This design comes from an exercise in tuning for small area, a short achievable clock period and few clock cycles per item on the open sky130 flow, not from production work. Function was checked by simulation only, so behaviour that the tests miss may differ from the original.

==> cedar: inputs <==
==> flow/design.v (excerpt) <==
module bubbleSort #(
    parameter SIZE_DATA = 16,
    parameter NUM_VALS  = 8
)(
    input  logic                         i_clk,
    input  logic                         i_rst_n,
    input  logic                         i_start,
    input  logic [NUM_VALS-1:0][SIZE_DATA-1:0]    i_data,
    output logic [NUM_VALS-1:0][SIZE_DATA-1:0]    o_data,
    output logic                         o_done
);
Settings: LEC_CHECK=0, ABC_AREA=1, CAP_MARGIN=50, CORE_MARGIN=2, CORE_UTILIZATION=40, GPL_TIMING_DRIVEN=0, SLEW_MARGIN=50; clock period 15.0 ns.
standard.sh (not shown) runs the stock make flow with config.mk's settings and CLKGATE_MAP_FILE= SYNTH_SCRIPT=/design/flow/synth_recipe.tcl, a recipe that flattens the netlist after the stock synthesis.
==> flow/flow/run.sh <==
#!/bin/bash
# Layout flow: the standard ORFS flow (standard.sh) with these changes:
#  - synthesis: if flow/cells_map.v exists, the design's gate-level leaf
#    modules (bs_*) are mapped onto the sky130hd cells of the same function
#    before the rest of synth_recipe.tcl runs; the remaining logic is mapped
#    with flow/abc.script instead of ORFS's abc_area.script. The register
#    mapping is unchanged.
#  - the make variables in flow/make_vars.txt (one VAR=value per line) are
#    added to the make command line, e.g. a larger SETUP_SLACK_MARGIN so
#    repair_timing sizes and buffers the critical paths.
# Each tool's log stays in orfs/logs/; the make output goes to standard_custom.log.
set -euo pipefail
HERE=$(pwd)
cp "$FLOW_HOME/scripts/synth.tcl" synth_abc.tcl
sed -i "s|^source \$::env(SCRIPTS_DIR)/synth_preamble.tcl|&\nset abc_args [lreplace \$abc_args 1 1 $HERE/flow/abc.script]|" synth_abc.tcl
if [[ -f flow/cells_map.v ]]; then
  sed -i "0,/^hierarchy -check -top \$::env(DESIGN_NAME)/s||&\ntechmap -map $HERE/flow/cells_map.v|" synth_abc.tcl
fi
sed "s|\$::env(SCRIPTS_DIR)/synth.tcl|$HERE/synth_abc.tcl|" synth_recipe.tcl > synth_recipe_abc.tcl
EXTRA=""
while IFS= read -r line; do
  [[ -z "$line" || "$line" == \#* ]] && continue
  EXTRA="$EXTRA '$line'"
done < flow/make_vars.txt
sed -e "s|SYNTH_SCRIPT=[^ ]*|SYNTH_SCRIPT=$HERE/synth_recipe_abc.tcl|" \
    -e "s|\"\${@:-finish}\"|$EXTRA &|" standard.sh > standard_custom.sh
bash standard_custom.sh "$@" > standard_custom.log 2>&1
==> flow/flow/cells_map.v <==
// Maps the design's gate-level leaf modules (bs_*) onto the sky130hd cells
// of the same function, drive strength 1.

module bs_inv (A, Y);
    input A;
    output Y;
    sky130_fd_sc_hd__inv_1 _TECHMAP_REPLACE_ (.A(A), .Y(Y));
endmodule

module bs_nand2 (A, B, Y);
    input A, B;
    output Y;
    sky130_fd_sc_hd__nand2_1 _TECHMAP_REPLACE_ (.A(A), .B(B), .Y(Y));
endmodule

module bs_nor2 (A, B, Y);
    input A, B;
    output Y;
    sky130_fd_sc_hd__nor2_1 _TECHMAP_REPLACE_ (.A(A), .B(B), .Y(Y));
endmodule

module bs_nand2b (A_N, B, Y);
    input A_N, B;
    output Y;
    sky130_fd_sc_hd__nand2b_1 _TECHMAP_REPLACE_ (.A_N(A_N), .B(B), .Y(Y));
endmodule

module bs_nor2b (A, B_N, Y);
    input A, B_N;
    output Y;
    sky130_fd_sc_hd__nor2b_1 _TECHMAP_REPLACE_ (.A(A), .B_N(B_N), .Y(Y));
endmodule

module bs_a21oi (A1, A2, B1, Y);
    input A1, A2, B1;
    output Y;
    sky130_fd_sc_hd__a21oi_1 _TECHMAP_REPLACE_ (.A1(A1), .A2(A2), .B1(B1), .Y(Y));
endmodule

module bs_o21ai (A1, A2, B1, Y);
    input A1, A2, B1;
    output Y;
    sky130_fd_sc_hd__o21ai_1 _TECHMAP_REPLACE_ (.A1(A1), .A2(A2), .B1(B1), .Y(Y));
endmodule

module bs_a21o (A1, A2, B1, X);
    input A1, A2, B1;
    output X;
    sky130_fd_sc_hd__a21o_1 _TECHMAP_REPLACE_ (.A1(A1), .A2(A2), .B1(B1), .X(X));
endmodule

module bs_o21a (A1, A2, B1, X);
    input A1, A2, B1;
    output X;
    sky130_fd_sc_hd__o21a_1 _TECHMAP_REPLACE_ (.A1(A1), .A2(A2), .B1(B1), .X(X));
endmodule

module bs_o22ai (A1, A2, B1, B2, Y);
    input A1, A2, B1, B2;
    output Y;
    sky130_fd_sc_hd__o22ai_1 _TECHMAP_REPLACE_ (.A1(A1), .A2(A2), .B1(B1), .B2(B2), .Y(Y));
endmodule

module bs_a22o (A1, A2, B1, B2, X);
    input A1, A2, B1, B2;
    output X;
    sky130_fd_sc_hd__a22o_1 _TECHMAP_REPLACE_ (.A1(A1), .A2(A2), .B1(B1), .B2(B2), .X(X));
endmodule

module bs_o2bb2ai (A1_N, A2_N, B1, B2, Y);
    input A1_N, A2_N, B1, B2;
    output Y;
    sky130_fd_sc_hd__o2bb2ai_1 _TECHMAP_REPLACE_ (.A1_N(A1_N), .A2_N(A2_N), .B1(B1), .B2(B2), .Y(Y));
endmodule
module bs_or2 (A, B, X);
    input A, B;
    output X;
    sky130_fd_sc_hd__or2_1 _TECHMAP_REPLACE_ (.A(A), .B(B), .X(X));
endmodule

module bs_a222oi (A1, A2, B1, B2, C1, C2, Y);
    input A1, A2, B1, B2, C1, C2;
    output Y;
    sky130_fd_sc_hd__a222oi_1 _TECHMAP_REPLACE_ (.A1(A1), .A2(A2), .B1(B1), .B2(B2), .C1(C1), .C2(C2), .Y(Y));
endmodule

module bs_nor3 (A, B, C, Y);
    input A, B, C;
    output Y;
    sky130_fd_sc_hd__nor3_1 _TECHMAP_REPLACE_ (.A(A), .B(B), .C(C), .Y(Y));
endmodule

module bs_nor4 (A, B, C, D, Y);
    input A, B, C, D;
    output Y;
    sky130_fd_sc_hd__nor4_1 _TECHMAP_REPLACE_ (.A(A), .B(B), .C(C), .D(D), .Y(Y));
endmodule
==> flow/flow/make_vars.txt <==
SETUP_SLACK_MARGIN=10.6
BUFFER_PORTS_ARGS=-buffer_cell sky130_fd_sc_hd__buf_1
CTS_ARGS=-sink_clustering_enable -repair_clock_nets -dont_use_dummy_load -buf_list {sky130_fd_sc_hd__clkbuf_8} -sink_clustering_size 20 -sink_clustering_max_diameter 60
Other scripts of this flow, unchanged in this note and not shown: flow/flow/abc.script
==> inputs of juniper, as changes to cedar <==
--- a/flow/flow/cells_map.v
+++ b/flow/flow/cells_map.v
@@ -74,24 +74 @@
 endmodule
-module bs_or2 (A, B, X);
-    input A, B;
-    output X;
-    sky130_fd_sc_hd__or2_1 _TECHMAP_REPLACE_ (.A(A), .B(B), .X(X));
-endmodule
-
-module bs_a222oi (A1, A2, B1, B2, C1, C2, Y);
-    input A1, A2, B1, B2, C1, C2;
-    output Y;
-    sky130_fd_sc_hd__a222oi_1 _TECHMAP_REPLACE_ (.A1(A1), .A2(A2), .B1(B1), .B2(B2), .C1(C1), .C2(C2), .Y(Y));
-endmodule
-
-module bs_nor3 (A, B, C, Y);
-    input A, B, C;
-    output Y;
-    sky130_fd_sc_hd__nor3_1 _TECHMAP_REPLACE_ (.A(A), .B(B), .C(C), .Y(Y));
-endmodule
-
-module bs_nor4 (A, B, C, D, Y);
-    input A, B, C, D;
-    output Y;
-    sky130_fd_sc_hd__nor4_1 _TECHMAP_REPLACE_ (.A(A), .B(B), .C(C), .D(D), .Y(Y));
-endmodule
==> flow/flow/make_vars.txt (replaced) <==
SETUP_SLACK_MARGIN=10.9
BUFFER_PORTS_ARGS=-buffer_cell sky130_fd_sc_hd__buf_2
Settings changed: GPL_TIMING_DRIVEN 0 to default.
==> inputs of xenon, as changes to cedar <==
--- a/flow/flow/cells_map.v
+++ b/flow/flow/cells_map.v
@@ -74,24 +74 @@
 endmodule
-module bs_or2 (A, B, X);
-    input A, B;
-    output X;
-    sky130_fd_sc_hd__or2_1 _TECHMAP_REPLACE_ (.A(A), .B(B), .X(X));
-endmodule
-
-module bs_a222oi (A1, A2, B1, B2, C1, C2, Y);
-    input A1, A2, B1, B2, C1, C2;
-    output Y;
-    sky130_fd_sc_hd__a222oi_1 _TECHMAP_REPLACE_ (.A1(A1), .A2(A2), .B1(B1), .B2(B2), .C1(C1), .C2(C2), .Y(Y));
-endmodule
-
-module bs_nor3 (A, B, C, Y);
-    input A, B, C;
-    output Y;
-    sky130_fd_sc_hd__nor3_1 _TECHMAP_REPLACE_ (.A(A), .B(B), .C(C), .Y(Y));
-endmodule
-
-module bs_nor4 (A, B, C, D, Y);
-    input A, B, C, D;
-    output Y;
-    sky130_fd_sc_hd__nor4_1 _TECHMAP_REPLACE_ (.A(A), .B(B), .C(C), .D(D), .Y(Y));
-endmodule
Settings changed: CAP_MARGIN 50 to 20, GPL_TIMING_DRIVEN 0 to default, SLEW_MARGIN 50 to 20.
==> qor summary <==
Run status: xenon no timing/DRC/antenna violations; juniper no timing/DRC/antenna violations; cedar no timing/DRC/antenna violations
Register-to-register path setup slack: xenon 10,890 ps; juniper 10,980 ps; cedar 10,800 ps
Setup skew after layout: xenon 66.98 ps; juniper 17.37 ps; cedar 54.83 ps
Sequential share of cell area: xenon 0.3948; juniper 0.3522; cedar 0.3904
Proportion of layout cells with a drive suffix above 1: xenon 0.03037; juniper 0.1908; cedar 0.03653
Number of global-route vias before repair: xenon 15,700; juniper 16,230; cedar 15,640
Number of vias per cell: xenon 5.505; juniper 5.544; cedar 5.457
Max stage delay on crit path: xenon 640 ps; juniper 410 ps; cedar 560 ps
Bufs and invs on worst path: xenon 2; juniper 2; cedar 1
Transition time of the tightest slew-check pin: xenon 981.7 ps; juniper 742.3 ps; cedar 673.7 ps
Quantity of gates resized following cts: xenon 14; juniper 15; cedar 1
Final clock period utilization by the worst path: xenon 0.2817; juniper 0.2724; cedar 0.2810
Root Buffer: xenon clkbuf_8; juniper clkbuf_16; cedar clkbuf_8
Number of H-tree branching levels: xenon 1; juniper 2; cedar 1
Data-path buffer share of cell area in the final layout: xenon 0.05005; juniper 0.06920; cedar 0.05901
Post-route minimum period: xenon 4225 ps; juniper 4086 ps; cedar 4215 ps
Post-route setup slack: xenon 10,780 ps; juniper 10,910 ps; cedar 10,780 ps
Placer Congestion: xenon 0.8973; juniper 1.014; cedar 0.9417
Testbench counts of cedar, summed over its fixed seeds: cycles 2,072, sets 2,048.
Testbench counts of juniper, summed over its fixed seeds: cycles 2,072, sets 2,048.
Testbench counts of xenon, summed over its fixed seeds: cycles 2,072, sets 2,048.

re-timing with driven ports:
How much do the figures lean on ideal ports? The routed layouts below were timed once more, with nothing changed but the port constraints.
Step 1, drivers: a clkbuf_16 drives i_clk and a buf_2 each remaining input, both assumed.
Step 2 moves the port delays by t, midway between the first and last clock arrival at a register: inputs arrive t later, outputs are due t later. That takes back most of the time a late clock gives input paths.
Three values: ideal ports, drivers, drivers and shift; two values: the first two.
run	t (ns)	setup slack, ns	latest minus earliest clock arrival (ns)
cedar	0.661	10.785 / 10.776 / 10.152	0.065 / 0.065
juniper	0.629	10.914 / 10.869 / 10.327	0.018 / 0.017
xenon	0.667	10.775 / 10.722 / 10.139	0.067 / 0.067
After both steps setup and hold are still met in every run listed. For xenon, which loses most, drivers alone change the setup slack by -0.053 ns; drivers and shift together by -0.636 ns.
